What follows belongs to an exercise in optimizing a design on an open flow for small area; a production flow would make more cautious choices. Where RTL was checked, it was by simulation tests only, not by an equivalence proof against the original. Only the layout flow was run in runs 4 and 5; the RTL was not checked for function there. Power is estimated from default activity; no workload was simulated.

==> flow/design.v (outline; a module is shown in full before it is edited, if it fits) <==
// module sine_quarter: 209 lines
// module phase_carry: 226 lines
// module audio_generator_12b_unsigned: 898 lines
// module tone_term: 16 lines
// module mix_fa: 6 lines
module audio_generator_12b_unsigned (Clock, nStart, Select, Out);
  // ...
==> flow/flow/run.sh <==
#!/bin/bash
# Own layout flow: the standard ORFS flow (standard.sh) with these changes.
# Synthesis (a copy of ORFS's synth.tcl, edited below):
#  - the mixer's full adders, module mix_fa in the RTL, are kept as a
#    hierarchy level and each instance becomes one sky130 fa_1 cell
#    (mix_fa has the fa_1 port names and function); Yosys's extract_fa is
#    not run;
#  - ABC maps the rest with the area-oriented script flow/abc_area.script.
#  Registers, flattening and renaming are as in the standard synthesis.
# Layout: the make variable assignments in flow/extra_args.txt (one per
# line) are passed to the standard flow (CTS and port buffer arguments).
# Each tool's output goes to orfs/logs as in the standard flow; make's
# output goes to flow_make.log here.
set -euo pipefail
W=$(pwd)
F=$W/flow
sed -e 's|^\(hierarchy -check -top \$::env(DESIGN_NAME)\)$|\1\nsetattr -mod -set keep_hierarchy 1 mix_fa|' \
    -e 's|^\( *\)extract_fa {\*}\[dont_use_extract_fa_args\]|\1chtype -map mix_fa sky130_fd_sc_hd__fa_1\n\1delete mix_fa|' \
    -e "s|^\( *\)log_cmd abc {\*}\$abc_args|\1log_cmd abc {*}[lreplace \$abc_args 1 1 $F/abc_area.script]|" \
    "$FLOW_HOME/scripts/synth.tcl" > "$W/synth_area.tcl"
grep -q "keep_hierarchy 1 mix_fa" "$W/synth_area.tcl"
grep -q "chtype -map mix_fa sky130_fd_sc_hd__fa_1" "$W/synth_area.tcl"
grep -q "abc_area.script" "$W/synth_area.tcl"
sed -e "s|source \$::env(SCRIPTS_DIR)/synth.tcl|source $W/synth_area.tcl|" "$W/synth_recipe.tcl" > "$W/synth_recipe_area.tcl"
grep -q "synth_area.tcl" "$W/synth_recipe_area.tcl"
sed -e "s|SYNTH_SCRIPT=[^ ]*|SYNTH_SCRIPT=$W/synth_recipe_area.tcl|" "$W/standard.sh" > "$W/standard_area.sh"
grep -q "synth_recipe_area.tcl" "$W/standard_area.sh"
ARGS=()
if [[ -f "$F/extra_args.txt" ]]; then
  while IFS= read -r line; do
    [[ -z "$line" || "$line" == \#* ]] && continue
    ARGS+=("$line")
  done < "$F/extra_args.txt"
fi
bash "$W/standard_area.sh" "${ARGS[@]}" finish > "$W/flow_make.log" 2>&1
==> flow/flow/abc_area.script <==
strash; dch; amap -m -C 2000 -F 3 -A 8; topo
==> flow/flow/extra_args.txt <==
CTS_ARGS=-sink_clustering_enable -repair_clock_nets -dont_use_dummy_load -buf_list sky130_fd_sc_hd__clkbuf_4
BUFFER_PORTS_ARGS=-buffer_cell sky130_fd_sc_hd__buf_1
==> flow/standard.sh <==
#!/bin/bash
# synth_recipe.tcl (not shown) runs the flow's synth.tcl, then flattens the netlist and writes it again
# the make line also repeats each setting of config.mk as NAME=value (left out here)
make -C /OpenROAD-flow-scripts/flow DESIGN_CONFIG=/design/flow/config.mk WORK_HOME=/design/flow/orfs CLKGATE_MAP_FILE= SYNTH_SCRIPT=/design/flow/synth_recipe.tcl "${@:-finish}"
==> flow/config.mk <==
export PLATFORM = sky130hd
export DESIGN_NAME = audio_generator_12b_unsigned
export DESIGN_NICKNAME = audio_generator_12b_unsigned
export VERILOG_FILES = /design/flow/design.v
export SDC_FILE = /design/flow/constraint.sdc
export NUM_CORES = 8
export LEC_CHECK = 0
export ABC_AREA = 1
export CAP_MARGIN = 20
export CORE_MARGIN = 2
export CORE_UTILIZATION = 40
export SLEW_MARGIN = 20
==> flow/constraint.sdc <==
create_clock -name core_clock -period 20.0 [get_ports {Clock}]
set_input_delay 4.0000 -clock core_clock [delete_from_list [all_inputs] [get_ports {Clock}]]
set_output_delay 4.0000 -clock core_clock [all_outputs]
set_load 0.01 [all_outputs]
==> implementation parameters, run 1 <==
Parameter                              Value

Power and ir drop
  Clock net power    about 380 uW
  Power, Total    between 1500 and 2000 uW

Run status
  Outcome    finished clean

STA
  Setup repair after global routing missed its margin    false
  Number of hold-slack violations in the final timing report    0
  Final-report max-slew violation count    0
  Worst Setup Slack, final    7.08 ns
  Worst clock skew    ~0.09 ns

Critical path
  CP dominant cell by count    sky130_fd_sc_hd__fa_1
  Depth of the worst register-to-register path    34
  Critical path launch point type    primary input
  Crit path capture type    flip-flop
  Capturing element of the worst setup path    Out[10]$_DFF_P_

Logic synthesis
  Simple logic cell fraction of the synthesized area    0.236
  Count of warnings emitted by yosys    1
  Number of distinct library cells after synthesis    50

Final layout
  Inverter count    446
  Layout buffer count excluding clock buffers    44
  Top class by area    multi-input combinational cells

Placed design
  Setup Slack @ Placement    6.37 ns
  RD Place Congestion    0.995

Detailed routing
  Number of detailed-route iterations in the first pass    8

Floorplanning
  Horizontal die dimension    239 um
  Area of the die    ~0.057 mm^2
  Well-Tap Cells    704

GRT
  Met2 GRT Util    0.367
  Number of antenna violations at the first check in global routing    2

Clock network
  Clock tree sinks    261
==> run 2: changes to the inputs <==
==> flow/flow/extra_args.txt (replaced) <==
CTS_ARGS=-sink_clustering_enable -repair_clock_nets -dont_use_dummy_load -buf_list sky130_fd_sc_hd__clkbuf_4 -sink_clustering_size 14 -sink_clustering_max_diameter 40
BUFFER_PORTS_ARGS=-buffer_cell sky130_fd_sc_hd__buf_1
==> implementation parameters, run 2 <==
Parameter                              Value

STA
  Finish-stage setup viols    0 (unchanged)
  Final worst path period share    0.653 (was 0.646)
  Number of hold-slack violations in the final timing report    0 (unchanged)
  Highest Clock Rate    76.5 MHz (was 77.4 MHz)
  Final Critical Period    13.07 ns (was 12.92 ns)
  Slew at the pin closest to its max-slew limit    0.953 ns (was 0.946 ns)
  Final-report max-slew violation count    0 (unchanged)
  Worst clock skew    0.148 ns (was 0.0925 ns)
  Setup repair after global routing missed its margin    false (unchanged)
  Setup Total Neg Slack    0 ns (unchanged)
  Slew HR    0.364 (was 0.370)
  Worst Setup Slack, final    6.93 ns (was 7.08 ns)

Floorplanning
  Area of the die    0.0572 mm^2 (unchanged)
  Std cell rows    86 (unchanged)
  Horizontal die dimension    239 um (unchanged)
  Starting Density    0.403 (unchanged)
  Die Ht    239 um (unchanged)
  CORE AREA    0.0549 mm^2 (unchanged)
  Count of pins on the block boundary    26 (unchanged)

GRT
  GR Overflow Total    0 (unchanged)
  Number of antenna violations at the first check in global routing    2 (unchanged)
  Total routing resource utilization after global routing    0.228 (was 0.232)
  Pin count of the biggest net entering global routing    145 (unchanged)
  Wire length of the first global-routing pass    108,000 um (was 109,000 um)
  Via count of the first global-routing pass    21,128 (was 21,309)

Critical path
  Crit path capture type    flip-flop (unchanged)
  Critical path launch point type    primary input (unchanged)
  Worst path slowest cell    sky130_fd_sc_hd__nor2_1 (unchanged)
  Critical path class    primary input to flip-flop (unchanged)
  Critical path fanouts, max    12 (unchanged)
  CP dominant cell by count    sky130_fd_sc_hd__fa_1 (unchanged)
  Required time of the critical path    20.59 ns (was 20.65 ns)
  Longest individual stage delay on the worst path    0.73 ns (was 0.70 ns)
  Arrival time of data at the critical path endpoint    13.65 ns (was 13.57 ns)

Final layout
  Reg area    0.00523 mm^2 (unchanged)
  Most frequent standard cell in the layout excluding fill and tap cells    sky130_fd_sc_hd__nor2_1 (unchanged)
  Area taken by multi-input logic gates    0.0152 mm^2 (unchanged)
  Layout cell share with drive strength beyond 1    0.0209 (was 0.0281)
  Final standard cell count with taps included and fillers excluded    4,056 (was 4,084)
  Area growth from synthesis to layout    6.79% (was 7.67%)
  Most frequent cells in the layout    804 x sky130_fd_sc_hd__nor2_1, 445 x sky130_fd_sc_hd__clkinv_1, 318 x sky130_fd_sc_hd__a21oi_1 (unchanged)
  Net total in the final layout    3,496 (was 3,521)
  Final-layout fill cell count    5,794 (was 5,787)

Clock network
  CTS-repair resized insts    0 (unchanged)
  Clock transition at path regs    0.07 ns (was 0.06 ns)
  Number of buffers on the longest clock path    3 (unchanged)
  Clock latency reported for the late side of the worst-skew pair    0.83 ns (was 0.81 ns)
  Inserted Clock Buffers    50 (was 75)
  Number of buffers added for setup after CTS    0 (unchanged)
  H-tree lvl count    2 (was 3)
  Clock tree sinks    261 (unchanged)
  CTS tree    yes (unchanged)
  Number of hold buffers added after CTS    0 (unchanged)
  Root cell of the clock tree    sky130_fd_sc_hd__clkbuf_4 (unchanged)

Logic synthesis
  Post-synthesis net count    3,400 (unchanged)
  Dominant cells by area after synthesis    sky130_fd_sc_hd__dfxtp_1 24%, sky130_fd_sc_hd__nor2_1 14%, sky130_fd_sc_hd__fa_1 12% (unchanged)
  Fraction of synthesis flops using an asynchronous set or reset pin    0.00383 (unchanged)
  Count of warnings emitted by yosys    1 (unchanged)
  Seq/Total Area, Yosys    0.236 (unchanged)
  Fraction of synthesized cell area taken by the top area cell type    0.235 (unchanged)
  EDFF count, synth    0 (unchanged)
  Post-synthesis average cell area    6.79 um^2 (unchanged)
  Most area-hungry cell type in the Yosys netlist    sky130_fd_sc_hd__dfxtp_1 (unchanged)
  Commonest cells in the netlist    804 x sky130_fd_sc_hd__nor2_1, 446 x sky130_fd_sc_hd__clkinv_1, 318 x sky130_fd_sc_hd__a21oi_1, 286 x sky130_fd_sc_hd__o21ai_0, 260 x sky130_fd_sc_hd__dfxtp_1 (unchanged)
  Post-Synthesis Cells    3,257 (unchanged)
  Most repeated cell in the gate-level netlist after synthesis    sky130_fd_sc_hd__nor2_1 (unchanged)
  Main flop type after synthesis    sky130_fd_sc_hd__dfxtp_1 (unchanged)
  Yosys reg bits    261 (unchanged)
  Number of distinct library cells after synthesis    50 (unchanged)
  Mapped cell area    0.0221 mm^2 (unchanged)

Placed design
  Setup Slack @ Placement    6.37 ns (unchanged)
  Count of buffers inserted at the top-level ports    25 (unchanged)
  RD Place Congestion    0.995 (unchanged)
  Number of placed instances, taps included    4,005 (unchanged)
  Hpwl dp    50,300 um (unchanged)

Power and ir drop
  Leakage    0.00800 uW (was 0.00811 uW)
  Largest vdd supply drop    94.0 uV (was 91.1 uV)
  Power, Total    1710 uW (was 1790 uW)
  Total power divided by cell area    72.4 mW/mm^2 (was 75.1 mW/mm^2)

Run status
  Outcome    finished clean (unchanged)

Detailed routing
  Number of detailed-route iterations in the first pass    9 (was 8)
  Drt first-iter violations    2,769 (was 2,989)
  Routed wire length per instance    16.3 um (about the same)
  Detail-routed via count per cell    5.91 (was 5.90)
  Vias after detailed routing    23,980 (was 24,091)
  Remaining routing DRC violations    0 (unchanged)
  Total Wirelength    66,000 um (was 66,500 um)
  Post-route antenna net violation count    0 (unchanged)

Job
  Max Cap Violations    0 (unchanged)

Hold path
  Worst hold-check path type    flip-flop to flip-flop (unchanged)
## run 2: cell count changes in the layout (fill, tap and decap cells not counted), sizes merged
cell    delta
diode      -3
clkbuf    -25
## run 2: critical path: cells and delay by family
| family | cells | cell delay (ns) |
|---|---|---|
| AOI/OAI and AO/OA | 8 | 1.51 |
| adders and majority gates | 13 | 5.50 |
| and+or+nand+nor | 8 | 1.60 |
| buffers and inverters | 6 | 1.03 |
## run 2: cell type report
class | count | share of cell area
Antenna cell | 1 | 0.000106
Clock buffer | 50 | 0.0159
Inverter | 446 | 0.0712
Multi-Input combinational cell | 2550 | 0.644
Sequential cell | 261 | 0.221
Tap cell | 704 | 0.0373
Timing Repair Buffer | 44 | 0.0100
## run 2: routing by layer
layer / GRT usage / wire, um / vias to the layer above
li1: - / - / 12036
met1: 0.317 / 29100 / 10493
met2: 0.365 / 29100 / 1262
met3: 0.0325 / 5550 / 187
met4: 0.0746 / 2200 / 2
met5: 0 / 16 / -
## run 2: power by group
group	switching (uW)	leakage, uW	internal, uW	total (uW)
registers	24.3	0.00214	583	607
logic	470	0.00563	332	802
clock network	188	0.000230	113	301
## run 2: logic make-up (layout without fill, tap and decap cells)
| logic type | count (synthesis) | count (layout) | share of synthesized area |
|---|---|---|---|
| other cells | 1 | 2 | 0.000169 |
| fa+ha+maj | 129 | 129 | 0.117 |
| flops | 261 | 261 | 0.236 |
| compound gates | 1150 | 1150 | 0.333 |
| simple gates | 1267 | 1267 | 0.236 |
| xor+xnor | 2 | 2 | 0.000792 |
| mux | 1 | 1 | 0.000452 |
| buf+inv | 446 | 540 | 0.0757 |
## run 2: through the flow
| stage | hold WS (ns) | cell area, um^2 | utilization |
|---|---|---|---|
| finish | 0.450 | 23600 | 0.431 |
| floorplan | 0.424 | 22100 | - |
| global placement | 0.438 | 23300 | 0.424 |
| CTS | 0.451 | 23600 | 0.431 |
| global route | 0.475 | 23600 | 0.431 |
| detailed placement | 0.442 | 23300 | 0.424 |
## run 2: path summary, 6_finish.rpt
path                               start               to  slack [ns]  cells after the start
min in group asynchronous         nStart    run$_DFF_PN0_        2.93                      1
min                        d1[0]$_DFF_P_    d1[0]$_DFF_P_        0.45                      2
max in group asynchronous         nStart    run$_DFF_PN0_       16.97                      1
max                            Select[5]  Out[11]$_DFF_P_        6.93                     35
max reg2reg                j5[4]$_DFF_P_  Out[11]$_DFF_P_        9.96                     34
min reg2reg                d1[0]$_DFF_P_    d1[0]$_DFF_P_        0.45                      2
==> run 3: changes to the inputs <==
==> flow/flow/abc_area.script (replaced) <==
strash; dch; amap -m; topo
==> flow/flow/extra_args.txt (replaced) <==
CTS_ARGS=-sink_clustering_enable -repair_clock_nets -dont_use_dummy_load -buf_list sky130_fd_sc_hd__clkbuf_4 -sink_clustering_size 10 -sink_clustering_max_diameter 35
BUFFER_PORTS_ARGS=-buffer_cell sky130_fd_sc_hd__buf_1
==> implementation parameters, run 3 <==
Parameter                              Value

Floorplanning
  CORE AREA    0.0549 mm^2 (unchanged)
  Horizontal die dimension    239 um (about the same)
  Starting Density    0.404 (was 0.403)
  Area of the die    0.0573 mm^2 (was 0.0572 mm^2)
  Std cell rows    86 (unchanged)
  Die Ht    239 um (about the same)
  Count of pins on the block boundary    26 (unchanged)

Detailed routing
  Routed wire length per instance    16.4 um (was 16.3 um)
  Drt first-iter violations    2,730 (was 2,769)
  Number of detailed-route iterations in the first pass    7 (was 9)
  Remaining routing DRC violations    0 (unchanged)
  Total Wirelength    66,500 um (was 66,000 um)
  Post-route antenna net violation count    0 (unchanged)
  Vias after detailed routing    23,857 (was 23,980)
  Detail-routed via count per cell    5.87 (was 5.91)

Logic synthesis
  Compound-Gate Fraction of Synth Area    0.313 (was 0.333)
  Largest family of logic cells by synthesized area    compound AO/OA/AOI/OAI gates (unchanged)
  Simple logic cell fraction of the synthesized area    0.264 (was 0.236)
  Seq/Total Area, Yosys    0.236 (about the same)
  Count of warnings emitted by yosys    1 (unchanged)
  Fraction of the mapped netlist area in adder cells    0.117 (about the same)
  Post-synthesis average cell area    6.79 um^2 (about the same)
  Number of distinct library cells after synthesis    49 (was 50)
  Yosys reg bits    261 (unchanged)
  Dominant cells by area after synthesis    sky130_fd_sc_hd__dfxtp_1 23%, sky130_fd_sc_hd__nor2_1 14%, sky130_fd_sc_hd__fa_1 12% (was sky130_fd_sc_hd__dfxtp_1 24%, sky130_fd_sc_hd__nor2_1 14%, sky130_fd_sc_hd__fa_1 12%)
  Fraction of synthesized cell area taken by the top area cell type    0.235 (about the same)
  Xor/xnor cell area share of the yosys netlist    0.000791 (was 0.000792)
  Main flop type after synthesis    sky130_fd_sc_hd__dfxtp_1 (unchanged)
  Post-Synthesis Cells    3,260 (was 3,257)
  Fraction of synthesis flops using an asynchronous set or reset pin    0.00383 (unchanged)
  Most repeated cell in the gate-level netlist after synthesis    sky130_fd_sc_hd__nor2_1 (unchanged)
  EDFF count, synth    0 (unchanged)
  Mapped cell area    0.0222 mm^2 (was 0.0221 mm^2)
  Commonest cells in the netlist    848 x sky130_fd_sc_hd__nor2_1, 409 x sky130_fd_sc_hd__clkinv_1, 278 x sky130_fd_sc_hd__a21oi_1, 260 x sky130_fd_sc_hd__dfxtp_1, 237 x sky130_fd_sc_hd__nor3_1 (was 804 x sky130_fd_sc_hd__nor2_1, 446 x sky130_fd_sc_hd__clkinv_1, 318 x sky130_fd_sc_hd__a21oi_1, 286 x sky130_fd_sc_hd__o21ai_0, 260 x sky130_fd_sc_hd__dfxtp_1)
  Most area-hungry cell type in the Yosys netlist    sky130_fd_sc_hd__dfxtp_1 (unchanged)
  Post-synthesis net count    3,403 (was 3,400)
  Portion of netlist area occupied by mux cells    0 (was 0.000452)

Critical path
  Critical path class    primary input to flip-flop (unchanged)
  Arrival time of data at the critical path endpoint    13.50 ns (was 13.65 ns)
  Longest individual stage delay on the worst path    0.61 ns (was 0.73 ns)
  Critical path launch point type    primary input (unchanged)
  Worst path slowest cell    sky130_fd_sc_hd__nor2_1 (unchanged)
  CP dominant cell by count    sky130_fd_sc_hd__fa_1 (unchanged)
  Required time of the critical path    20.62 ns (was 20.59 ns)
  Crit path capture type    flip-flop (unchanged)
  Critical path fanouts, max    10 (was 12)

STA
  Worst clock skew    0.106 ns (was 0.148 ns)
  Slew at the pin closest to its max-slew limit    1.02 ns (was 0.953 ns)
  Final-report max-slew violation count    0 (unchanged)
  Setup repair after global routing missed its margin    false (unchanged)
  Final worst path period share    0.644 (was 0.653)
  Final Critical Period    12.88 ns (was 13.07 ns)
  Worst Setup Slack, final    7.12 ns (was 6.93 ns)
  Highest Clock Rate    77.7 MHz (was 76.5 MHz)
  Setup Total Neg Slack    0 ns (unchanged)
  Finish-stage setup viols    0 (unchanged)
  Slew HR    0.313 (was 0.364)
  Number of hold-slack violations in the final timing report    0 (unchanged)

Clock network
  Root cell of the clock tree    sky130_fd_sc_hd__clkbuf_4 (unchanged)
  Clock transition at path regs    0.08 ns (was 0.07 ns)
  Inserted Clock Buffers    55 (was 50)
  Clock tree sinks    261 (unchanged)
  Number of hold buffers added after CTS    0 (unchanged)
  Clock latency reported for the late side of the worst-skew pair    0.81 ns (was 0.83 ns)
  Number of buffers on the longest clock path    3 (unchanged)
  H-tree lvl count    2 (unchanged)
  Number of buffers added for setup after CTS    0 (unchanged)
  CTS-repair resized insts    0 (unchanged)
  CTS tree    yes (unchanged)

Final layout
  Area taken by multi-input logic gates    0.0154 mm^2 (was 0.0152 mm^2)
  Reg area    0.00523 mm^2 (unchanged)
  Area growth from synthesis to layout    6.92% (was 6.79%)
  Most frequent cells in the layout    848 x sky130_fd_sc_hd__nor2_1, 408 x sky130_fd_sc_hd__clkinv_1, 278 x sky130_fd_sc_hd__a21oi_1 (was 804 x sky130_fd_sc_hd__nor2_1, 445 x sky130_fd_sc_hd__clkinv_1, 318 x sky130_fd_sc_hd__a21oi_1)
  Layout cell share with drive strength beyond 1    0.0220 (was 0.0209)
  Net total in the final layout    3,503 (was 3,496)
  Final-layout fill cell count    5,743 (was 5,794)
  Most frequent standard cell in the layout excluding fill and tap cells    sky130_fd_sc_hd__nor2_1 (unchanged)

GRT
  Via count of the first global-routing pass    21,030 (was 21,128)
  Wire length of the first global-routing pass    108,000 um (about the same)
  Number of antenna violations at the first check in global routing    2 (unchanged)
  Total routing resource utilization after global routing    0.229 (was 0.228)
  GR Overflow Total    0 (unchanged)
  Pin count of the biggest net entering global routing    90 (was 145)

Power and ir drop
  Total power divided by cell area    74.9 mW/mm^2 (was 72.4 mW/mm^2)
  Leakage    0.00780 uW (was 0.00800 uW)
  Largest vdd supply drop    120 uV (was 94.0 uV)

Job
  Max Cap Violations    0 (unchanged)

Placed design
  Hpwl dp    51,100 um (was 50,300 um)
  Setup Slack @ Placement    6.42 ns (was 6.37 ns)
  Count of buffers inserted at the top-level ports    25 (unchanged)
  RD Place Congestion    1.00 (was 0.995)

Run status
  Outcome    finished clean (unchanged)

Hold path
  Worst hold-check path type    flip-flop to flip-flop (unchanged)
run 3: cell types whose count changed in the layout (fill, tap and decap cells not counted), moves of 31 or more:
| cell | previous run | this run |
|---|---|---|
| sky130_fd_sc_hd__nor3_1 | 75 | 237 |
| sky130_fd_sc_hd__clkinv_1 | 445 | 408 |
| sky130_fd_sc_hd__a211oi_1 | 37 | 76 |
| sky130_fd_sc_hd__o21ai_0 | 286 | 185 |
| sky130_fd_sc_hd__o21a_1 | 17 | 55 |
| sky130_fd_sc_hd__a21oi_1 | 318 | 278 |
| sky130_fd_sc_hd__nand3_1 | 61 | 24 |
| sky130_fd_sc_hd__nor2_1 | 804 | 848 |
| sky130_fd_sc_hd__a31oi_1 | 13 | 47 |
| sky130_fd_sc_hd__nand2_1 | 208 | 177 |
run 3: logic make-up after synthesis:
logic type,Yosys count
AND/OR/NAND/NOR,1396
AO/OA/AOI/OAI,1062
buffers and inverters,409
flip-flops,261
adder cells (fa/ha/maj),129
XOR/XNOR,2
other,1
run 3: layout make-up:
type	instances	area share
Antenna cell	1	0.000106
Clock buffer	55	0.0174
Inverter	409	0.0651
Multi-Input combinational cell	2590	0.650
Sequential cell	261	0.221
Tap cell	704	0.0372
Timing Repair Buffer	43	0.00967
run 3: stage by stage:
stage | hold slack, ns | utilization | total power, uW | cells | area (um^2)
3_3_place_gp | 0.438 | 0.424 | 1490 | 4007 | 23300
6_report | 0.451 | 0.432 | 1770 | 4063 | 23700
4_1_cts | 0.453 | 0.432 | 1820 | 4062 | 23700
2_1_floorplan | 0.424 | - | 1210 | 3260 | 22200
3_5_place_dp | 0.440 | 0.424 | 1490 | 4007 | 23300
5_1_grt | 0.479 | 0.432 | 1960 | 4063 | 23700
run 3: per-layer routing:
metal	wire, um	global-route usage	vias to the layer above
li1	-	-	12005
met2	29600	0.366	1143
met3	5030	0.0358	184
met1	29600	0.314	10523
met5	13	0	-
met4	2230	0.0773	2
run 3: power breakdown:
group	switching, uW	total (uW)	internal (uW)
clock	187	310	124
combinational	519	853	334
sequential	26.0	610	584
run 3: final timing paths:
check	startpoint	endpoint	slack [ns]	cells past startpoint
setup / recovery	Select[5]	Out[11]$_DFF_P_	7.12	35
hold / removal	h8$_DFF_P_	h8$_DFF_P_	0.45	1
setup reg to reg	j5[4]$_DFF_P_	Out[11]$_DFF_P_	10.25	34
hold reg to reg	h8$_DFF_P_	h8$_DFF_P_	0.45	1
max in group asynchronous	nStart	run$_DFF_PN0_	16.94	1
min in group asynchronous	nStart	run$_DFF_PN0_	2.97	1
run 3: worst max-delay path, delay by kind of cell:
family	cells	cell delay, ns
compound gates	7	1.20
fa+ha+maj	13	5.50
buf+inv	7	1.17
simple gates	8	1.61
==> module sine_quarter, before the edit <==
module sine_quarter (x, z);
	input [5:0] x;
	output [10:0] z;
	wire n18, n19, n20, n22, n23, n24, n25,
	n26, n27, n28, n29, n30, n31, n32, n33,
	n35, n36, n37, n38, n39, n40, n41, n42,
	n44, n45, n46, n47, n48, n49, n50, n51,
	n52, n53, n54, n55, n56, n57, n58, n59,
	n60, n61, n62, n63, n64, n65, n66, n67,
	n68, n69, n70, n71, n72, n73, n74, n75,
	n76, n77, n78, n79, n81, n82, n83, n84,
	n85, n86, n87, n88, n89, n90, n91, n92,
	n93, n94, n95, n96, n98, n99, n100,
	n101, n102, n103, n104, n105, n106, n107,
	n108, n109, n110, n111, n112, n113, n114,
	n115, n117, n118, n119, n120, n121, n122,
	n123, n124, n125, n126, n127, n128, n129,
	n130, n132, n133, n134, n135, n136, n137,
	n138, n139, n140, n141, n142, n143, n144,
	n145, n146, n147, n148, n149, n150, n152,
	n153, n154, n155, n156, n157, n158, n159,
	n160, n161, n162, n163, n164, n165, n167,
	n168, n169, n170, n171, n172, n173, n174,
	n175, n176, n177, n178, n179, n180, n181,
	n182, n183, n184, n185, n186, n188, n189,
	n190, n191, n192, n193, n194, n195, n196,
	n197;
	assign n18 = x[2] & x[1];
	assign n19 = ~x[3] & ~n18;
	assign n20 = x[4] & ~n19;
	assign z[10] = x[5] | n20;
	assign n22 = x[3] & ~x[2];
	assign n23 = ~x[3] & x[2];
	assign n24 = ~n22 & ~n23;
	assign n25 = x[5] & n24;
	assign n26 = ~x[5] & ~n19;
	assign n27 = ~n24 & n26;
	assign n28 = ~n25 & ~n27;
	assign n29 = ~x[2] & x[1];
	assign n30 = x[0] & n29;
	assign n31 = ~x[4] & ~n30;
	assign n32 = ~n28 & n31;
	assign n33 = x[4] & ~n27;
	assign z[8] = n32 | n33;
	assign n35 = x[4] & ~x[3];
	assign n36 = x[5] & x[3];
	assign n37 = ~n35 & ~n36;
	assign n38 = z[8] & n37;
	assign n39 = x[5] & ~x[4];
	assign n40 = ~x[4] & x[3];
	assign n41 = ~n39 & ~n40;
	assign n42 = ~z[8] & n41;
	assign z[9] = ~n38 & ~n42;
	assign n44 = ~x[4] & ~x[0];
	assign n45 = x[3] & ~n44;
	assign n46 = x[1] & ~x[0];
	assign n47 = ~x[1] & x[0];
	assign n48 = ~n46 & ~n47;
	assign n49 = ~x[4] & ~n48;
	assign n50 = ~n45 & ~n49;
	assign n51 = n22 & n50;
	assign n52 = x[4] & ~x[1];
	assign n53 = x[5] & ~n52;
	assign n54 = ~n44 & n53;
	assign n55 = ~x[3] & ~n54;
	assign n56 = x[1] & n55;
	assign n57 = x[2] & ~x[1];
	assign n58 = ~n29 & ~n57;
	assign n59 = x[5] & ~n58;
	assign n60 = ~x[4] & ~n59;
	assign n61 = ~n56 & n60;
	assign n62 = ~n51 & n61;
	assign n63 = n30 & n62;
	assign n64 = x[1] & x[0];
	assign n65 = ~x[2] & ~n64;
	assign n66 = ~n24 & n64;
	assign n67 = ~n65 & ~n66;
	assign n68 = ~x[3] & ~n53;
	assign n69 = ~n67 & n68;
	assign n70 = n39 & n67;
	assign n71 = x[4] & ~n29;
	assign n72 = x[0] & ~n57;
	assign n73 = n71 & ~n72;
	assign n74 = ~x[0] & n57;
	assign n75 = x[3] & ~n74;
	assign n76 = ~n73 & n75;
	assign n77 = n26 & ~n76;
	assign n78 = ~n70 & ~n77;
	assign n79 = ~n69 & n78;
	assign z[7] = ~n63 & n79;
	assign n81 = ~x[4] & x[1];
	assign n82 = n45 & ~n81;
	assign n83 = x[2] & ~n46;
	assign n84 = x[0] & n52;
	assign n85 = ~n83 & ~n84;
	assign n86 = n82 & n85;
	assign n87 = ~n29 & n40;
	assign n88 = ~n48 & n87;
	assign n89 = ~n50 & ~n88;
	assign n90 = ~n39 & ~n59;
	assign n91 = ~n89 & ~n90;
	assign n92 = ~n82 & n83;
	assign n93 = ~x[0] & n29;
	assign n94 = ~x[5] & ~n93;
	assign n95 = ~n92 & n94;
	assign n96 = ~n91 & ~n95;
	assign z[6] = n86 | n96;
	assign n98 = n52 & n85;
	assign n99 = ~n81 & ~n98;
	assign n100 = ~x[5] & n99;
	assign n101 = x[2] & x[0];
	assign n102 = n39 & ~n101;
	assign n103 = x[5] & ~n99;
	assign n104 = ~n102 & ~n103;
	assign n105 = ~n100 & n104;
	assign n106 = ~n30 & ~n105;
	assign n107 = x[3] & ~n106;
	assign n108 = ~n47 & n94;
	assign n109 = n55 & ~n108;
	assign n110 = n52 & n101;
	assign n111 = ~x[5] & ~x[2];
	assign n112 = n44 & ~n111;
	assign n113 = n58 & n112;
	assign n114 = ~n110 & ~n113;
	assign n115 = ~n109 & n114;
	assign z[5] = n107 | ~n115;
	assign n117 = n65 & n99;
	assign n118 = ~x[5] & ~x[0];
	assign n119 = x[5] & x[1];
	assign n120 = ~n52 & ~n119;
	assign n121 = ~n118 & n120;
	assign n122 = x[3] & ~n121;
	assign n123 = ~n117 & n122;
	assign n124 = ~n20 & ~n39;
	assign n125 = ~x[3] & x[0];
	assign n126 = n124 & n125;
	assign n127 = ~x[5] & ~n29;
	assign n128 = x[4] & ~n83;
	assign n129 = n127 & n128;
	assign n130 = ~n126 & ~n129;
	assign z[4] = n123 | ~n130;
	assign n132 = x[3] & ~n73;
	assign n133 = x[1] & ~n31;
	assign n134 = ~n57 & ~n133;
	assign n135 = ~n132 & ~n134;
	assign n136 = ~x[0] & ~n135;
	assign n137 = ~n52 & ~n128;
	assign n138 = ~n136 & ~n137;
	assign n139 = ~x[4] & ~n29;
	assign n140 = ~n24 & n139;
	assign n141 = ~n138 & ~n140;
	assign n142 = x[5] & n76;
	assign n143 = ~n141 & n142;
	assign n144 = ~x[5] & n141;
	assign n145 = x[0] & n40;
	assign n146 = ~n64 & n71;
	assign n147 = ~n75 & n146;
	assign n148 = ~n129 & n147;
	assign n149 = ~n145 & ~n148;
	assign n150 = ~n144 & n149;
	assign z[3] = ~n143 & n150;
	assign n152 = ~x[5] & n101;
	assign n153 = ~x[3] & ~n152;
	assign n154 = x[5] & ~x[0];
	assign n155 = n52 & ~n154;
	assign n156 = ~n153 & n155;
	assign n157 = x[2] & ~n154;
	assign n158 = ~x[1] & ~n118;
	assign n159 = ~n157 & ~n158;
	assign n160 = ~x[3] & ~n159;
	assign n161 = x[5] & ~x[2];
	assign n162 = x[3] & ~n161;
	assign n163 = x[4] & ~n162;
	assign n164 = ~n160 & n163;
	assign n165 = ~n156 & ~n164;
	assign z[2] = ~n62 & n165;
	assign n167 = ~x[2] & x[0];
	assign n168 = ~x[3] & ~n167;
	assign n169 = ~x[1] & ~n168;
	assign n170 = x[0] & ~n137;
	assign n171 = ~n81 & ~n161;
	assign n172 = ~n127 & n171;
	assign n173 = ~x[0] & ~n162;
	assign n174 = ~n172 & n173;
	assign n175 = ~n170 & ~n174;
	assign n176 = ~n169 & ~n175;
	assign n177 = ~x[2] & ~n124;
	assign n178 = ~n58 & n124;
	assign n179 = x[0] & ~n178;
	assign n180 = ~n177 & n179;
	assign n181 = ~x[4] & ~n180;
	assign n182 = x[5] & ~n83;
	assign n183 = n71 & ~n152;
	assign n184 = ~n182 & n183;
	assign n185 = x[3] & ~n184;
	assign n186 = ~n181 & n185;
	assign z[1] = ~n176 & ~n186;
	assign n188 = n119 & ~n167;
	assign n189 = z[5] & n188;
	assign n190 = x[5] & ~n55;
	assign n191 = n40 & ~n46;
	assign n192 = n58 & n191;
	assign n193 = ~n135 & ~n192;
	assign n194 = ~n190 & ~n193;
	assign n195 = n47 & ~n124;
	assign n196 = n193 & n195;
	assign n197 = ~n194 & ~n196;
	assign z[0] = n189 | ~n197;
endmodule
==> run 4: changes to the inputs <==
--- a/flow/design.v
+++ b/flow/design.v
@@ -1,211 +1,200 @@
 module sine_quarter (x, z);
 	input [5:0] x;
 	output [10:0] z;
-	wire n18, n19, n20, n22, n23, n24, n25,
-	n26, n27, n28, n29, n30, n31, n32, n33,
-	n35, n36, n37, n38, n39, n40, n41, n42,
-	n44, n45, n46, n47, n48, n49, n50, n51,
-	n52, n53, n54, n55, n56, n57, n58, n59,
-	n60, n61, n62, n63, n64, n65, n66, n67,
-	n68, n69, n70, n71, n72, n73, n74, n75,
-	n76, n77, n78, n79, n81, n82, n83, n84,
-	n85, n86, n87, n88, n89, n90, n91, n92,
-	n93, n94, n95, n96, n98, n99, n100,
-	n101, n102, n103, n104, n105, n106, n107,
-	n108, n109, n110, n111, n112, n113, n114,
-	n115, n117, n118, n119, n120, n121, n122,
-	n123, n124, n125, n126, n127, n128, n129,
-	n130, n132, n133, n134, n135, n136, n137,
-	n138, n139, n140, n141, n142, n143, n144,
-	n145, n146, n147, n148, n149, n150, n152,
-	n153, n154, n155, n156, n157, n158, n159,
-	n160, n161, n162, n163, n164, n165, n167,
-	n168, n169, n170, n171, n172, n173, n174,
-	n175, n176, n177, n178, n179, n180, n181,
-	n182, n183, n184, n185, n186, n188, n189,
-	n190, n191, n192, n193, n194, n195, n196,
-	n197;
-	assign n18 = x[2] & x[1];
-	assign n19 = ~x[3] & ~n18;
-	assign n20 = x[4] & ~n19;
-	assign z[10] = x[5] | n20;
-	assign n22 = x[3] & ~x[2];
-	assign n23 = ~x[3] & x[2];
-	assign n24 = ~n22 & ~n23;
-	assign n25 = x[5] & n24;
-	assign n26 = ~x[5] & ~n19;
-	assign n27 = ~n24 & n26;
-	assign n28 = ~n25 & ~n27;
-	assign n29 = ~x[2] & x[1];
-	assign n30 = x[0] & n29;
-	assign n31 = ~x[4] & ~n30;
-	assign n32 = ~n28 & n31;
-	assign n33 = x[4] & ~n27;
-	assign z[8] = n32 | n33;
-	assign n35 = x[4] & ~x[3];
-	assign n36 = x[5] & x[3];
-	assign n37 = ~n35 & ~n36;
-	assign n38 = z[8] & n37;
-	assign n39 = x[5] & ~x[4];
-	assign n40 = ~x[4] & x[3];
-	assign n41 = ~n39 & ~n40;
-	assign n42 = ~z[8] & n41;
-	assign z[9] = ~n38 & ~n42;
-	assign n44 = ~x[4] & ~x[0];
-	assign n45 = x[3] & ~n44;
-	assign n46 = x[1] & ~x[0];
-	assign n47 = ~x[1] & x[0];
-	assign n48 = ~n46 & ~n47;
-	assign n49 = ~x[4] & ~n48;
-	assign n50 = ~n45 & ~n49;
-	assign n51 = n22 & n50;
-	assign n52 = x[4] & ~x[1];
-	assign n53 = x[5] & ~n52;
-	assign n54 = ~n44 & n53;
-	assign n55 = ~x[3] & ~n54;
-	assign n56 = x[1] & n55;
-	assign n57 = x[2] & ~x[1];
-	assign n58 = ~n29 & ~n57;
-	assign n59 = x[5] & ~n58;
-	assign n60 = ~x[4] & ~n59;
-	assign n61 = ~n56 & n60;
-	assign n62 = ~n51 & n61;
-	assign n63 = n30 & n62;
-	assign n64 = x[1] & x[0];
-	assign n65 = ~x[2] & ~n64;
-	assign n66 = ~n24 & n64;
-	assign n67 = ~n65 & ~n66;
-	assign n68 = ~x[3] & ~n53;
-	assign n69 = ~n67 & n68;
-	assign n70 = n39 & n67;
-	assign n71 = x[4] & ~n29;
-	assign n72 = x[0] & ~n57;
-	assign n73 = n71 & ~n72;
-	assign n74 = ~x[0] & n57;
-	assign n75 = x[3] & ~n74;
-	assign n76 = ~n73 & n75;
-	assign n77 = n26 & ~n76;
-	assign n78 = ~n70 & ~n77;
-	assign n79 = ~n69 & n78;
-	assign z[7] = ~n63 & n79;
-	assign n81 = ~x[4] & x[1];
-	assign n82 = n45 & ~n81;
-	assign n83 = x[2] & ~n46;
-	assign n84 = x[0] & n52;
-	assign n85 = ~n83 & ~n84;
-	assign n86 = n82 & n85;
-	assign n87 = ~n29 & n40;
-	assign n88 = ~n48 & n87;
-	assign n89 = ~n50 & ~n88;
-	assign n90 = ~n39 & ~n59;
-	assign n91 = ~n89 & ~n90;
-	assign n92 = ~n82 & n83;
-	assign n93 = ~x[0] & n29;
-	assign n94 = ~x[5] & ~n93;
-	assign n95 = ~n92 & n94;
-	assign n96 = ~n91 & ~n95;
-	assign z[6] = n86 | n96;
-	assign n98 = n52 & n85;
-	assign n99 = ~n81 & ~n98;
-	assign n100 = ~x[5] & n99;
-	assign n101 = x[2] & x[0];
-	assign n102 = n39 & ~n101;
-	assign n103 = x[5] & ~n99;
-	assign n104 = ~n102 & ~n103;
-	assign n105 = ~n100 & n104;
-	assign n106 = ~n30 & ~n105;
-	assign n107 = x[3] & ~n106;
-	assign n108 = ~n47 & n94;
-	assign n109 = n55 & ~n108;
-	assign n110 = n52 & n101;
-	assign n111 = ~x[5] & ~x[2];
-	assign n112 = n44 & ~n111;
-	assign n113 = n58 & n112;
-	assign n114 = ~n110 & ~n113;
-	assign n115 = ~n109 & n114;
-	assign z[5] = n107 | ~n115;
-	assign n117 = n65 & n99;
-	assign n118 = ~x[5] & ~x[0];
-	assign n119 = x[5] & x[1];
-	assign n120 = ~n52 & ~n119;
-	assign n121 = ~n118 & n120;
-	assign n122 = x[3] & ~n121;
-	assign n123 = ~n117 & n122;
-	assign n124 = ~n20 & ~n39;
-	assign n125 = ~x[3] & x[0];
-	assign n126 = n124 & n125;
-	assign n127 = ~x[5] & ~n29;
-	assign n128 = x[4] & ~n83;
-	assign n129 = n127 & n128;
-	assign n130 = ~n126 & ~n129;
-	assign z[4] = n123 | ~n130;
-	assign n132 = x[3] & ~n73;
-	assign n133 = x[1] & ~n31;
-	assign n134 = ~n57 & ~n133;
-	assign n135 = ~n132 & ~n134;
-	assign n136 = ~x[0] & ~n135;
-	assign n137 = ~n52 & ~n128;
-	assign n138 = ~n136 & ~n137;
-	assign n139 = ~x[4] & ~n29;
-	assign n140 = ~n24 & n139;
-	assign n141 = ~n138 & ~n140;
-	assign n142 = x[5] & n76;
-	assign n143 = ~n141 & n142;
-	assign n144 = ~x[5] & n141;
-	assign n145 = x[0] & n40;
-	assign n146 = ~n64 & n71;
-	assign n147 = ~n75 & n146;
-	assign n148 = ~n129 & n147;
-	assign n149 = ~n145 & ~n148;
-	assign n150 = ~n144 & n149;
-	assign z[3] = ~n143 & n150;
-	assign n152 = ~x[5] & n101;
-	assign n153 = ~x[3] & ~n152;
-	assign n154 = x[5] & ~x[0];
-	assign n155 = n52 & ~n154;
-	assign n156 = ~n153 & n155;
-	assign n157 = x[2] & ~n154;
-	assign n158 = ~x[1] & ~n118;
-	assign n159 = ~n157 & ~n158;
-	assign n160 = ~x[3] & ~n159;
-	assign n161 = x[5] & ~x[2];
-	assign n162 = x[3] & ~n161;
-	assign n163 = x[4] & ~n162;
-	assign n164 = ~n160 & n163;
-	assign n165 = ~n156 & ~n164;
-	assign z[2] = ~n62 & n165;
-	assign n167 = ~x[2] & x[0];
-	assign n168 = ~x[3] & ~n167;
-	assign n169 = ~x[1] & ~n168;
-	assign n170 = x[0] & ~n137;
-	assign n171 = ~n81 & ~n161;
-	assign n172 = ~n127 & n171;
-	assign n173 = ~x[0] & ~n162;
-	assign n174 = ~n172 & n173;
-	assign n175 = ~n170 & ~n174;
-	assign n176 = ~n169 & ~n175;
-	assign n177 = ~x[2] & ~n124;
-	assign n178 = ~n58 & n124;
-	assign n179 = x[0] & ~n178;
-	assign n180 = ~n177 & n179;
-	assign n181 = ~x[4] & ~n180;
-	assign n182 = x[5] & ~n83;
-	assign n183 = n71 & ~n152;
-	assign n184 = ~n182 & n183;
-	assign n185 = x[3] & ~n184;
-	assign n186 = ~n181 & n185;
-	assign z[1] = ~n176 & ~n186;
-	assign n188 = n119 & ~n167;
-	assign n189 = z[5] & n188;
-	assign n190 = x[5] & ~n55;
-	assign n191 = n40 & ~n46;
-	assign n192 = n58 & n191;
-	assign n193 = ~n135 & ~n192;
-	assign n194 = ~n190 & ~n193;
-	assign n195 = n47 & ~n124;
-	assign n196 = n193 & n195;
-	assign n197 = ~n194 & ~n196;
-	assign z[0] = n189 | ~n197;
+	wire n18, n19, n20, n21, n22, n23, n24,
+	n25, n26, n27, n28, n29, n30, n31, n32,
+	n33, n34, n35, n36, n37, n38, n39, n40,
+	n41, n42, n43, n44, n45, n46, n47, n48,
+	n49, n50, n51, n52, n53, n54, n55, n56,
+	n57, n58, n59, n60, n61, n62, n63, n64,
+	n65, n66, n67, n68, n69, n70, n71, n72,
+	n73, n74, n75, n76, n77, n78, n79, n80,
+	n81, n82, n83, n84, n85, n86, n87, n88,
+	n89, n90, n91, n92, n93, n95, n96, n97,
+	n98, n99, n100, n101, n102, n103, n104,
+	n105, n106, n107, n108, n109, n110, n111,
+	n112, n113, n114, n115, n116, n117, n118,
+	n120, n121, n122, n123, n124, n125, n126,
+	n127, n128, n129, n130, n131, n133, n134,
+	n135, n136, n137, n138, n139, n140, n141,
+	n142, n143, n145, n146, n147, n148, n149,
+	n150, n151, n152, n153, n155, n157, n158,
+	n159, n160, n161, n163, n164, n165, n166,
+	n167, n168, n169, n170, n171, n172, n173,
+	n174, n175, n177, n178, n179, n180, n181,
+	n183, n184, n185, n187, n188;
+	assign n18 = x[5] & ~x[4];
+	assign n19 = x[3] & x[4];
+	assign n20 = ~x[5] & n19;
+	assign n21 = ~n18 & ~n20;
+	assign n22 = x[1] & x[0];
+	assign n23 = x[3] & ~x[4];
+	assign n24 = n22 & ~n23;
+	assign n25 = x[2] & ~n24;
+	assign n26 = ~n21 & n25;
+	assign n27 = ~x[3] & ~x[0];
+	assign n28 = x[1] & x[2];
+	assign n29 = ~n27 & n28;
+	assign n30 = ~n26 & ~n29;
+	assign n31 = ~x[3] & ~n30;
+	assign n32 = ~x[1] & x[2];
+	assign n33 = ~x[5] & ~n32;
+	assign n34 = ~x[0] & ~n33;
+	assign n35 = ~x[4] & ~x[0];
+	assign n36 = x[1] & n35;
+	assign n37 = x[4] & x[0];
+	assign n38 = n28 & n37;
+	assign n39 = ~n36 & ~n38;
+	assign n40 = ~n34 & n39;
+	assign n41 = n31 & n40;
+	assign n42 = ~x[3] & x[4];
+	assign n43 = ~x[1] & ~x[0];
+	assign n44 = ~n42 & ~n43;
+	assign n45 = ~n32 & ~n44;
+	assign n46 = x[5] & ~n45;
+	assign n47 = x[5] & n42;
+	assign n48 = ~x[1] & n47;
+	assign n49 = ~x[3] & ~x[5];
+	assign n50 = ~n48 & ~n49;
+	assign n51 = ~x[1] & ~x[2];
+	assign n52 = ~n50 & n51;
+	assign n53 = ~x[5] & ~n36;
+	assign n54 = ~n52 & n53;
+	assign n55 = ~n46 & ~n54;
+	assign n56 = x[1] & ~x[2];
+	assign n57 = x[0] & n56;
+	assign n58 = ~n32 & ~n57;
+	assign n59 = x[3] & ~n58;
+	assign n60 = ~n26 & n59;
+	assign n61 = ~n21 & n22;
+	assign n62 = ~x[2] & n20;
+	assign n63 = ~x[0] & n62;
+	assign n64 = ~n61 & ~n63;
+	assign n65 = ~n60 & n64;
+	assign n66 = ~n55 & n65;
+	assign n67 = ~n41 & n66;
+	assign n68 = x[3] & x[5];
+	assign n69 = x[4] & ~x[0];
+	assign n70 = n56 & n69;
+	assign n71 = ~x[4] & n28;
+	assign n72 = ~n70 & ~n71;
+	assign n73 = n67 & ~n72;
+	assign n74 = ~n49 & ~n68;
+	assign n75 = x[2] & ~n74;
+	assign n76 = ~x[2] & ~n22;
+	assign n77 = n74 & n76;
+	assign n78 = ~x[4] & ~n77;
+	assign n79 = ~n75 & n78;
+	assign n80 = n32 & ~n79;
+	assign n81 = x[3] & n56;
+	assign n82 = ~n52 & ~n81;
+	assign n83 = ~n80 & n82;
+	assign n84 = x[0] & ~n83;
+	assign n85 = x[4] & n46;
+	assign n86 = ~n18 & ~n48;
+	assign n87 = n27 & ~n86;
+	assign n88 = ~n21 & n45;
+	assign n89 = ~n87 & ~n88;
+	assign n90 = ~n85 & n89;
+	assign n91 = ~n84 & n90;
+	assign n92 = ~n73 & n91;
+	assign n93 = n68 & n92;
+	assign z[0] = n67 & ~n93;
+	assign n95 = ~x[2] & n68;
+	assign n96 = ~n23 & ~n95;
+	assign n97 = x[0] & ~n96;
+	assign n98 = ~n28 & n79;
+	assign n99 = n97 & ~n98;
+	assign n100 = x[2] & ~x[5];
+	assign n101 = x[0] & n100;
+	assign n102 = ~n56 & ~n101;
+	assign n103 = n19 & ~n102;
+	assign n104 = ~n19 & ~n56;
+	assign n105 = x[4] & ~n28;
+	assign n106 = n104 & ~n105;
+	assign n107 = ~n32 & n34;
+	assign n108 = ~n106 & n107;
+	assign n109 = ~n103 & ~n108;
+	assign n110 = ~x[5] & ~n56;
+	assign n111 = ~x[4] & ~n32;
+	assign n112 = ~n110 & ~n111;
+	assign n113 = n27 & ~n112;
+	assign n114 = ~n28 & ~n51;
+	assign n115 = ~x[3] & n37;
+	assign n116 = n114 & n115;
+	assign n117 = ~n113 & ~n116;
+	assign n118 = n109 & n117;
+	assign z[1] = ~n99 & n118;
+	assign n120 = ~n38 & ~n48;
+	assign n121 = n18 & ~n51;
+	assign n122 = ~n29 & n121;
+	assign n123 = x[1] & ~x[5];
+	assign n124 = ~n23 & ~n42;
+	assign n125 = n123 & n124;
+	assign n126 = ~n122 & ~n125;
+	assign n127 = n120 & n126;
+	assign n128 = ~n27 & n104;
+	assign n129 = n45 & n128;
+	assign n130 = n69 & n75;
+	assign n131 = ~n129 & ~n130;
+	assign z[2] = ~n127 | ~n131;
+	assign n133 = n23 & n55;
+	assign n134 = n69 & ~n123;
+	assign n135 = n109 & n134;
+	assign n136 = ~n38 & ~n79;
+	assign n137 = ~x[5] & ~n136;
+	assign n138 = n42 & n101;
+	assign n139 = ~n48 & ~n138;
+	assign n140 = ~n63 & n139;
+	assign n141 = ~n97 & n140;
+	assign n142 = ~n137 & n141;
+	assign n143 = ~n135 & n142;
+	assign z[3] = ~n133 & n143;
+	assign n145 = ~n18 & ~n97;
+	assign n146 = x[1] & n68;
+	assign n147 = ~n145 & ~n146;
+	assign n148 = ~x[3] & ~n40;
+	assign n149 = n20 & n22;
+	assign n150 = n35 & n51;
+	assign n151 = ~n70 & ~n150;
+	assign n152 = ~n149 & n151;
+	assign n153 = ~n148 & n152;
+	assign z[4] = ~n147 & n153;
+	assign n155 = n36 & ~n67;
+	assign z[5] = ~n92 | n155;
+	assign n157 = ~n35 & ~n49;
+	assign n158 = ~n114 & ~n157;
+	assign n159 = ~n31 & n158;
+	assign n160 = ~x[3] & ~n28;
+	assign n161 = x[4] & ~n160;
+	assign z[10] = x[5] | n161;
+	assign n163 = n56 & ~z[10];
+	assign n164 = n20 & ~n56;
+	assign n165 = n23 & n32;
+	assign n166 = ~n164 & ~n165;
+	assign n167 = ~n163 & n166;
+	assign n168 = x[0] & ~n167;
+	assign n169 = ~x[3] & n22;
+	assign n170 = ~n43 & ~n169;
+	assign n171 = n18 & ~n170;
+	assign n172 = ~n47 & ~n164;
+	assign n173 = n114 & ~n172;
+	assign n174 = ~n171 & ~n173;
+	assign n175 = ~n168 & n174;
+	assign z[6] = ~n159 & n175;
+	assign n177 = n57 & n147;
+	assign n178 = n43 & ~n167;
+	assign n179 = ~n50 & n58;
+	assign n180 = ~n26 & ~n179;
+	assign n181 = ~n178 & n180;
+	assign z[7] = ~n177 & n181;
+	assign n183 = n49 & ~n71;
+	assign n184 = ~n105 & n183;
+	assign n185 = ~n62 & ~n184;
+	assign z[8] = ~n79 & n185;
+	assign n187 = ~n42 & ~n68;
+	assign n188 = ~n79 & n187;
+	assign z[9] = ~n184 & ~n188;
 endmodule
 module phase_carry (x, z);
 	input [7:0] x;
==> flow/flow/abc_area.script (replaced) <==
strash; dch; amap -m -C 2000 -F 3 -A 8; topo
--- a/flow/config.mk
+++ b/flow/config.mk
@@ -6,7 +6,7 @@
 export NUM_CORES = 8
 export LEC_CHECK = 0
 export ABC_AREA = 1
-export CAP_MARGIN = 20
+export CAP_MARGIN = 10
 export CORE_MARGIN = 2
-export CORE_UTILIZATION = 40
-export SLEW_MARGIN = 20
+export CORE_UTILIZATION = 60
+export SLEW_MARGIN = 10
==> implementation parameters, run 4 <==
Parameter                              Value

Run status
  Outcome    finished clean (unchanged)

Detailed routing
  Routed wire length per instance    19.0 um (was 16.4 um)
  Total Wirelength    73,000 um (was 66,500 um)
  Number of detailed-route iterations in the first pass    13 (was 7)
  Remaining routing DRC violations    0 (unchanged)
  Detail-routed via count per cell    6.71 (was 5.87)
  Drt first-iter violations    3,642 (was 2,730)
  Vias after detailed routing    25,749 (was 23,857)
  Post-route antenna net violation count    0 (unchanged)

Logic synthesis
  Seq/Total Area, Yosys    0.237 (was 0.236)
  Fraction of synthesis flops using an asynchronous set or reset pin    0.00383 (unchanged)
  Count of warnings emitted by yosys    1 (unchanged)
  Post-synthesis average cell area    6.69 um^2 (was 6.79 um^2)
  Most repeated cell in the gate-level netlist after synthesis    sky130_fd_sc_hd__nor2_1 (unchanged)
  Post-Synthesis Cells    3,292 (was 3,260)
  Number of distinct library cells after synthesis    50 (was 49)
  Mapped cell area    0.0220 mm^2 (was 0.0222 mm^2)
  Dominant cells by area after synthesis    sky130_fd_sc_hd__dfxtp_1 24%, sky130_fd_sc_hd__nor2_1 13%, sky130_fd_sc_hd__fa_1 12% (was sky130_fd_sc_hd__dfxtp_1 23%, sky130_fd_sc_hd__nor2_1 14%, sky130_fd_sc_hd__fa_1 12%)
  Main flop type after synthesis    sky130_fd_sc_hd__dfxtp_1 (unchanged)
  Post-synthesis net count    3,435 (was 3,403)
  Yosys reg bits    261 (unchanged)
  Commonest cells in the netlist    788 x sky130_fd_sc_hd__nor2_1, 496 x sky130_fd_sc_hd__clkinv_1, 283 x sky130_fd_sc_hd__o21ai_0, 269 x sky130_fd_sc_hd__nand2_1, 262 x sky130_fd_sc_hd__a21oi_1 (was 848 x sky130_fd_sc_hd__nor2_1, 409 x sky130_fd_sc_hd__clkinv_1, 278 x sky130_fd_sc_hd__a21oi_1, 260 x sky130_fd_sc_hd__dfxtp_1, 237 x sky130_fd_sc_hd__nor3_1)
  Most area-hungry cell type in the Yosys netlist    sky130_fd_sc_hd__dfxtp_1 (unchanged)
  Fraction of synthesized cell area taken by the top area cell type    0.236 (was 0.235)
  EDFF count, synth    0 (unchanged)

Critical path
  Arrival time of data at the critical path endpoint    13.50 ns (about the same)
  Required time of the critical path    20.63 ns (was 20.62 ns)
  Critical path launch point type    primary input (unchanged)
  Critical path fanouts, max    7 (was 10)
  Dominant delay contributor by cell family on the critical path    adder cells (unchanged)
  Setup slack of the worst register-to-register path    9.93 ns (was 10.25 ns)
  Critical register-to-register path endpoint    Out[11]$_DFF_P_ (unchanged)
  Longest individual stage delay on the worst path    0.60 ns (was 0.61 ns)
  CP dominant cell by count    sky130_fd_sc_hd__fa_1 (unchanged)
  Depth of the worst register-to-register path    33 (was 34)
  Crit path capture type    flip-flop (unchanged)
  Startpoint of the worst register-to-register path    j6[4]$_DFF_P_ (was j5[4]$_DFF_P_)
  Critical path class    primary input to flip-flop (unchanged)
  Crit path buffers/inverters    6 (was 7)
  Worst path slowest cell    sky130_fd_sc_hd__nor3_1 (was sky130_fd_sc_hd__nor2_1)

STA
  Final Critical Period    12.87 ns (was 12.88 ns)
  Slew at the pin closest to its max-slew limit    1.16 ns (was 1.02 ns)
  Finish-stage setup viols    0 (unchanged)
  Hold_ws    0.455 ns (was 0.451 ns)
  Final-report max-slew violation count    0 (unchanged)
  Worst clock skew    0.0879 ns (was 0.106 ns)
  Number of hold-slack violations in the final timing report    0 (unchanged)
  Setup repair after global routing missed its margin    false (unchanged)
  Setup Total Neg Slack    0 ns (unchanged)
  Highest Clock Rate    77.7 MHz (about the same)
  Worst Setup Slack, final    7.13 ns (was 7.12 ns)
  Slew HR    0.229 (was 0.313)
  Final worst path period share    0.644 (about the same)

Clock network
  Clock transition at path regs    0.10 ns (was 0.08 ns)
  CTS tree    yes (unchanged)
  Number of hold buffers added after CTS    0 (unchanged)
  Number of buffers added for setup after CTS    0 (unchanged)
  Root cell of the clock tree    sky130_fd_sc_hd__clkbuf_4 (unchanged)
  Clock tree sinks    261 (unchanged)
  Number of buffers on the longest clock path    3 (unchanged)
  Inserted Clock Buffers    49 (was 55)
  H-tree lvl count    2 (unchanged)
  CTS-repair resized insts    0 (unchanged)
  Clock latency reported for the late side of the worst-skew pair    0.82 ns (was 0.81 ns)

Floorplanning
  Die Ht    196 um (was 239 um)
  Std cell rows    70 (was 86)
  CORE AREA    0.0363 mm^2 (was 0.0549 mm^2)
  Horizontal die dimension    196 um (was 239 um)
  Area of the die    0.0383 mm^2 (was 0.0573 mm^2)
  Starting Density    0.606 (was 0.404)
  Count of pins on the block boundary    26 (unchanged)

Final layout
  Final-layout fill cell count    3,108 (was 5,743)
  Reg area    0.00523 mm^2 (unchanged)
  Layout cell share with drive strength beyond 1    0.0157 (was 0.0220)
  Most frequent cells in the layout    788 x sky130_fd_sc_hd__nor2_1, 495 x sky130_fd_sc_hd__clkinv_1, 283 x sky130_fd_sc_hd__o21ai_0 (was 848 x sky130_fd_sc_hd__nor2_1, 408 x sky130_fd_sc_hd__clkinv_1, 278 x sky130_fd_sc_hd__a21oi_1)
  Area growth from synthesis to layout    4.91% (was 6.92%)
  Final standard cell count with taps included and fillers excluded    3,839 (was 4,063)
  Net total in the final layout    3,514 (was 3,503)
  Area taken by multi-input logic gates    0.0149 mm^2 (was 0.0154 mm^2)
  Most frequent standard cell in the layout excluding fill and tap cells    sky130_fd_sc_hd__nor2_1 (unchanged)

Power and ir drop
  Sw Ratio    0.416 (was 0.413)
  Clock network fraction of total power    0.169 (was 0.175)
  Net switching power of the design    740 uW (was 732 uW)
  Leakage    0.00782 uW (was 0.00780 uW)
  Largest vdd supply drop    135 uV (was 120 uV)
  Relative contribution of combinational cells to total power    0.486 (was 0.481)
  Sequential Power Share    0.345 (was 0.344)
  Internal power contribution    1040 uW (about the same)
  Total power divided by cell area    76.9 mW/mm^2 (was 74.9 mW/mm^2)

GRT
  Via count of the first global-routing pass    23,914 (was 21,030)
  Number of antenna violations at the first check in global routing    4 (was 2)
  Wire length of the first global-routing pass    119,000 um (was 108,000 um)
  GR Overflow Total    0 (unchanged)
  Total routing resource utilization after global routing    0.380 (was 0.229)
  Pin count of the biggest net entering global routing    142 (was 90)

Hold path
  Hold Path Stages    2 (was 1)
  Worst Hold Path EP    d2[6]$_DFF_P_ (was h8$_DFF_P_)
  Worst hold-check path type    flip-flop to flip-flop (unchanged)
  Launch point of the worst hold path    d2[6]$_DFF_P_ (was h8$_DFF_P_)

Placed design
  Number of placed instances, taps included    3,788 (was 4,007)
  Hpwl dp    55,900 um (was 51,100 um)
  RD Place Congestion    1.14 (was 1.00)
  Count of buffers inserted at the top-level ports    25 (unchanged)
  Setup Slack @ Placement    6.59 ns (was 6.42 ns)

Job
  Max Cap Violations    0 (unchanged)
## run 4: cell types whose count changed after synthesis, sizes merged, moves of 60 or more
cell    change
o21ai      +98
nand2      +92
clkinv     +87
o22ai      -81
nor3       -68
nor2       -60
## run 4: how the worst max path moves through the flow
stage          cells past startpoint         endpoint      start  slack [ns]
2_1_floorplan                     30  Out[11]$_DFF_P_  Select[1]        7.81
3_3_place_gp                      34  Out[11]$_DFF_P_  Select[6]        6.63
3_5_place_dp                      34  Out[11]$_DFF_P_  Select[6]        6.59
4_1_cts                           33  Out[11]$_DFF_P_  Select[2]        7.38
5_1_grt                           34  Out[11]$_DFF_P_  Select[6]        6.59
6_report                          34  Out[11]$_DFF_P_  Select[6]        7.13
## run 4: final cells by class
cell class / count / share of cell area
multi-input cells: 2535 / 0.646
inverters: 496 / 0.0809
clock buffers: 49 / 0.0159
repair buffers: 28 / 0.00504
well taps: 468 / 0.0253
diodes: 2 / 0.000217
flip-flops and latches: 261 / 0.226
## run 4: worst register-to-register path, delay by kind of cell, from the launching register on
family          cells  cell delay, ns
compound gates      9            1.62
fa+ha+maj          13            5.57
buf+inv             5            0.78
flops               1            0.50
simple gates        6            1.43
## run 4: power groups by stage
| stage | clock network, uW | logic [uW] | registers, uW |
|---|---|---|---|
| after floorplan | 0 | 586 | 619 |
| after global placement | 0 | 776 | 618 |
| after detailed placement | 0 | 828 | 622 |
| after CTS | 309 | 831 | 610 |
| after global routing | 327 | 949 | 618 |
| final | 301 | 864 | 613 |
## run 4: cell families (layout without fill, tap and decap cells)
| kind of cell | after synthesis | after routing | synth area share |
|---|---|---|---|
| flops | 261 | 261 | 0.237 |
| xor+xnor | 2 | 2 | 0.000795 |
| simple gates | 1377 | 1377 | 0.259 |
| fa+ha+maj | 129 | 129 | 0.117 |
| buf+inv | 496 | 573 | 0.0845 |
| compound gates | 1026 | 1026 | 0.301 |
| other cells | 1 | 3 | 0.000170 |
## run 4: metrics by stage
stage,utilization,instance area (um^2),total power (uW)
4_1_cts,0.636,23100,1750
5_1_grt,0.636,23100,1890
3_3_place_gp,0.626,22700,1390
6_report,0.636,23100,1780
3_5_place_dp,0.626,22700,1450
2_1_floorplan,-,22000,1200
## run 4: routing by layer
| layer | wire length (um) | track usage |
|---|---|---|
| met5 | 11 | 0 |
| met4 | 5340 | 0.215 |
| met3 | 7930 | 0.0725 |
| met2 | 32900 | 0.630 |
| met1 | 26800 | 0.464 |
==> run 5: changes to the inputs <==
--- a/flow/config.mk
+++ b/flow/config.mk
@@ -8,5 +8,5 @@
 export ABC_AREA = 1
 export CAP_MARGIN = 10
 export CORE_MARGIN = 2
-export CORE_UTILIZATION = 60
+export CORE_UTILIZATION = 40
 export SLEW_MARGIN = 10
==> implementation parameters, run 5 <==
Parameter                              Value

Power and ir drop
  Leakage    0.00789 uW (was 0.00782 uW)
  Power, Total    1700 uW (was 1780 uW)
  Total power divided by cell area    72.4 mW/mm^2 (was 76.9 mW/mm^2)
  Largest vdd supply drop    84.0 uV (was 135 uV)

Detailed routing
  Detail-routed via count per cell    5.97 (was 6.71)
  Number of detailed-route iterations in the first pass    13 (unchanged)
  Post-route antenna net violation count    0 (unchanged)
  Drt first-iter violations    2,896 (was 3,642)
  Remaining routing DRC violations    0 (unchanged)
  Vias after detailed routing    24,392 (was 25,749)
  Total Wirelength    72,800 um (was 73,000 um)

Logic synthesis
  Portion of netlist area occupied by mux cells    0 (unchanged)
  Most repeated cell in the gate-level netlist after synthesis    sky130_fd_sc_hd__nor2_1 (unchanged)
  Fraction of synthesis flops using an asynchronous set or reset pin    0.00383 (unchanged)
  Number of distinct library cells after synthesis    50 (unchanged)
  Count of warnings emitted by yosys    1 (unchanged)
  Post-synthesis average cell area    6.69 um^2 (unchanged)
  Seq/Total Area, Yosys    0.237 (unchanged)
  Mapped cell area    0.0220 mm^2 (unchanged)
  Post-Synthesis Cells    3,292 (unchanged)
  Commonest cells in the netlist    788 x sky130_fd_sc_hd__nor2_1, 496 x sky130_fd_sc_hd__clkinv_1, 283 x sky130_fd_sc_hd__o21ai_0, 269 x sky130_fd_sc_hd__nand2_1, 262 x sky130_fd_sc_hd__a21oi_1 (unchanged)
  Fraction of synthesized cell area taken by the top area cell type    0.236 (unchanged)
  Most area-hungry cell type in the Yosys netlist    sky130_fd_sc_hd__dfxtp_1 (unchanged)
  Compound-Gate Fraction of Synth Area    0.301 (unchanged)
  Main flop type after synthesis    sky130_fd_sc_hd__dfxtp_1 (unchanged)
  Yosys reg bits    261 (unchanged)

Placed design
  Number of placed instances, taps included    4,027 (was 3,788)
  RD Place Congestion    1.04 (was 1.14)
  Setup Slack @ Placement    6.57 ns (was 6.59 ns)
  Count of buffers inserted at the top-level ports    25 (unchanged)

Clock network
  Clock tree sinks    261 (unchanged)
  CTS tree    yes (unchanged)
  H-tree lvl count    2 (unchanged)
  Inserted Clock Buffers    60 (was 49)
  Number of buffers on the longest clock path    3 (unchanged)
  Root cell of the clock tree    sky130_fd_sc_hd__clkbuf_4 (unchanged)

Final layout
  Layout cell share with drive strength beyond 1    0.0198 (was 0.0157)
  Area growth from synthesis to layout    6.73% (was 4.91%)
  Most frequent standard cell in the layout excluding fill and tap cells    sky130_fd_sc_hd__nor2_1 (unchanged)
  Final standard cell count with taps included and fillers excluded    4,089 (was 3,839)
  Finished Core Util    0.429 (was 0.636)
  Final-layout fill cell count    5,705 (was 3,108)

Job
  Max Cap Violations    0 (unchanged)

STA
  Finish-stage setup viols    0 (unchanged)
  Setup repair after global routing missed its margin    false (unchanged)
  Worst clock skew    0.111 ns (was 0.0879 ns)
  Final Critical Period    12.77 ns (was 12.87 ns)
  Number of hold-slack violations in the final timing report    0 (unchanged)
  Final worst path period share    0.639 (was 0.644)
  Slew at the pin closest to its max-slew limit    1.02 ns (was 1.16 ns)
  Final-report max-slew violation count    0 (unchanged)
  Setup Total Neg Slack    0 ns (unchanged)

Floorplanning
  Die Ht    239 um (was 196 um)
  Count of pins on the block boundary    26 (unchanged)
  Horizontal die dimension    239 um (was 196 um)
  Std cell rows    86 (was 70)
  Area of the die    0.0570 mm^2 (was 0.0383 mm^2)
  CORE AREA    0.0548 mm^2 (was 0.0363 mm^2)

Hold path
  Worst hold-check path type    flip-flop to flip-flop (unchanged)

GRT
  GR Overflow Total    0 (unchanged)
  Wire length of the first global-routing pass    118,000 um (was 119,000 um)
  Total routing resource utilization after global routing    0.254 (was 0.380)
  Via count of the first global-routing pass    21,958 (was 23,914)

Critical path
  CP dominant cell by count    sky130_fd_sc_hd__fa_1 (unchanged)
  Arrival time of data at the critical path endpoint    13.40 ns (was 13.50 ns)
  Worst path slowest cell    sky130_fd_sc_hd__nor2_1 (was sky130_fd_sc_hd__nor3_1)
  Required time of the critical path    20.63 ns (about the same)
  Critical path fanouts, max    8 (was 7)
  Crit path capture type    flip-flop (unchanged)
  Setup slack of the worst register-to-register path    10.15 ns (was 9.93 ns)

Run status
  Outcome    finished clean (unchanged)
-- run 5: changes by cell type in the layout (fill, tap and decap cells not counted), sizes merged --
cell | before | now
clkbuf | 49 | 60
buf | 28 | 31
-- run 5: kinds of logic after synthesis --
kind of cell,Yosys count
buf+inv,496
xor+xnor,2
flops,261
compound gates,1026
simple gates,1377
other cells,1
fa+ha+maj,129
-- run 5: path summary, 6_finish.rpt --
check                                    from  cells after the start         endpoint
worst min-delay path            d3[6]$_DFF_P_                      2    d3[6]$_DFF_P_
worst max register to register  j7[4]$_DFF_P_                     33  Out[11]$_DFF_P_
worst min register to register  d3[6]$_DFF_P_                      2    d3[6]$_DFF_P_
min in group asynchronous              nStart                      1    run$_DFF_PN0_
worst max-delay path                Select[4]                     33  Out[11]$_DFF_P_
max in group asynchronous              nStart                      1    run$_DFF_PN0_
-- run 5: where the power goes --
| group | leakage [uW] | total [uW] | switching [uW] | internal (uW) |
|---|---|---|---|---|
| clock network | 0.000276 | 331 | 197 | 134 |
| logic | 0.00547 | 762 | 432 | 331 |
| registers | 0.00214 | 609 | 25.6 | 584 |
-- run 5: layer usage --
metal | GRT usage | vias up | wire length [um]
met2 | 0.413 | 1318 | 32400
li1 | - | 11974 | -
met3 | 0.0401 | 285 | 5810
met5 | 0 | - | 13
met1 | 0.342 | 10813 | 31300
met4 | 0.0884 | 2 | 3200
-- run 5: critical path: cells and delay by family --
kind	cells	cell delay, ns
fa+ha+maj	13	5.49
simple gates	8	1.51
buf+inv	5	0.86
compound gates	7	1.55
-- run 5: stage by stage --
step | hold slack, ns | area (um^2)
5_1_grt | 0.483 | 23500
3_5_place_dp | 0.444 | 23100
2_1_floorplan | 0.424 | 22000
6_report | 0.450 | 23500
4_1_cts | 0.452 | 23500
3_3_place_gp | 0.438 | 23100
-- run 5: cell type report --
type,instances,area (um^2),area share
repair buffers,31,139,0.00591
multi-input cells,2535,14900,0.635
inverters,496,1870,0.0795
diodes,2,5.00,0.000213
well taps,704,881,0.0375
clock buffers,60,450,0.0192
flip-flops and latches,261,5230,0.222

separate check: timing with driven ports:
How much do the figures lean on ideal ports? The routed layouts below were timed once more, with nothing changed but the port constraints. Step 1 sets driving cells, clkbuf_16 on the clock port and buf_2 on the other inputs (assumed; they add their load-dependent delay and slew). Step 2 times the ports against the registers' clock, not the clock port: input delays grow and output delays shrink by t, the midpoint of the rising clock arrivals with the driver on. Slacks: no drivers / after step 1 / after step 2; pairs: no drivers / after step 1.
run	t, ns	setup slack, ns	pins driven straight from the clock port
run 1	0.819	7.080 / 7.100 / 6.282	1
run 2	0.806	6.935 / 6.959 / 6.153	1
run 3	0.810	7.123 / 7.151 / 6.341	1
run 4	0.831	7.125 / 7.156 / 6.326	1
run 5	0.851	7.226 / 7.255 / 6.405	1
After both steps every run listed still meets setup and hold. For run 5, which loses most, drivers alone change the setup slack by +0.029 ns; drivers and shift together by -0.821 ns.
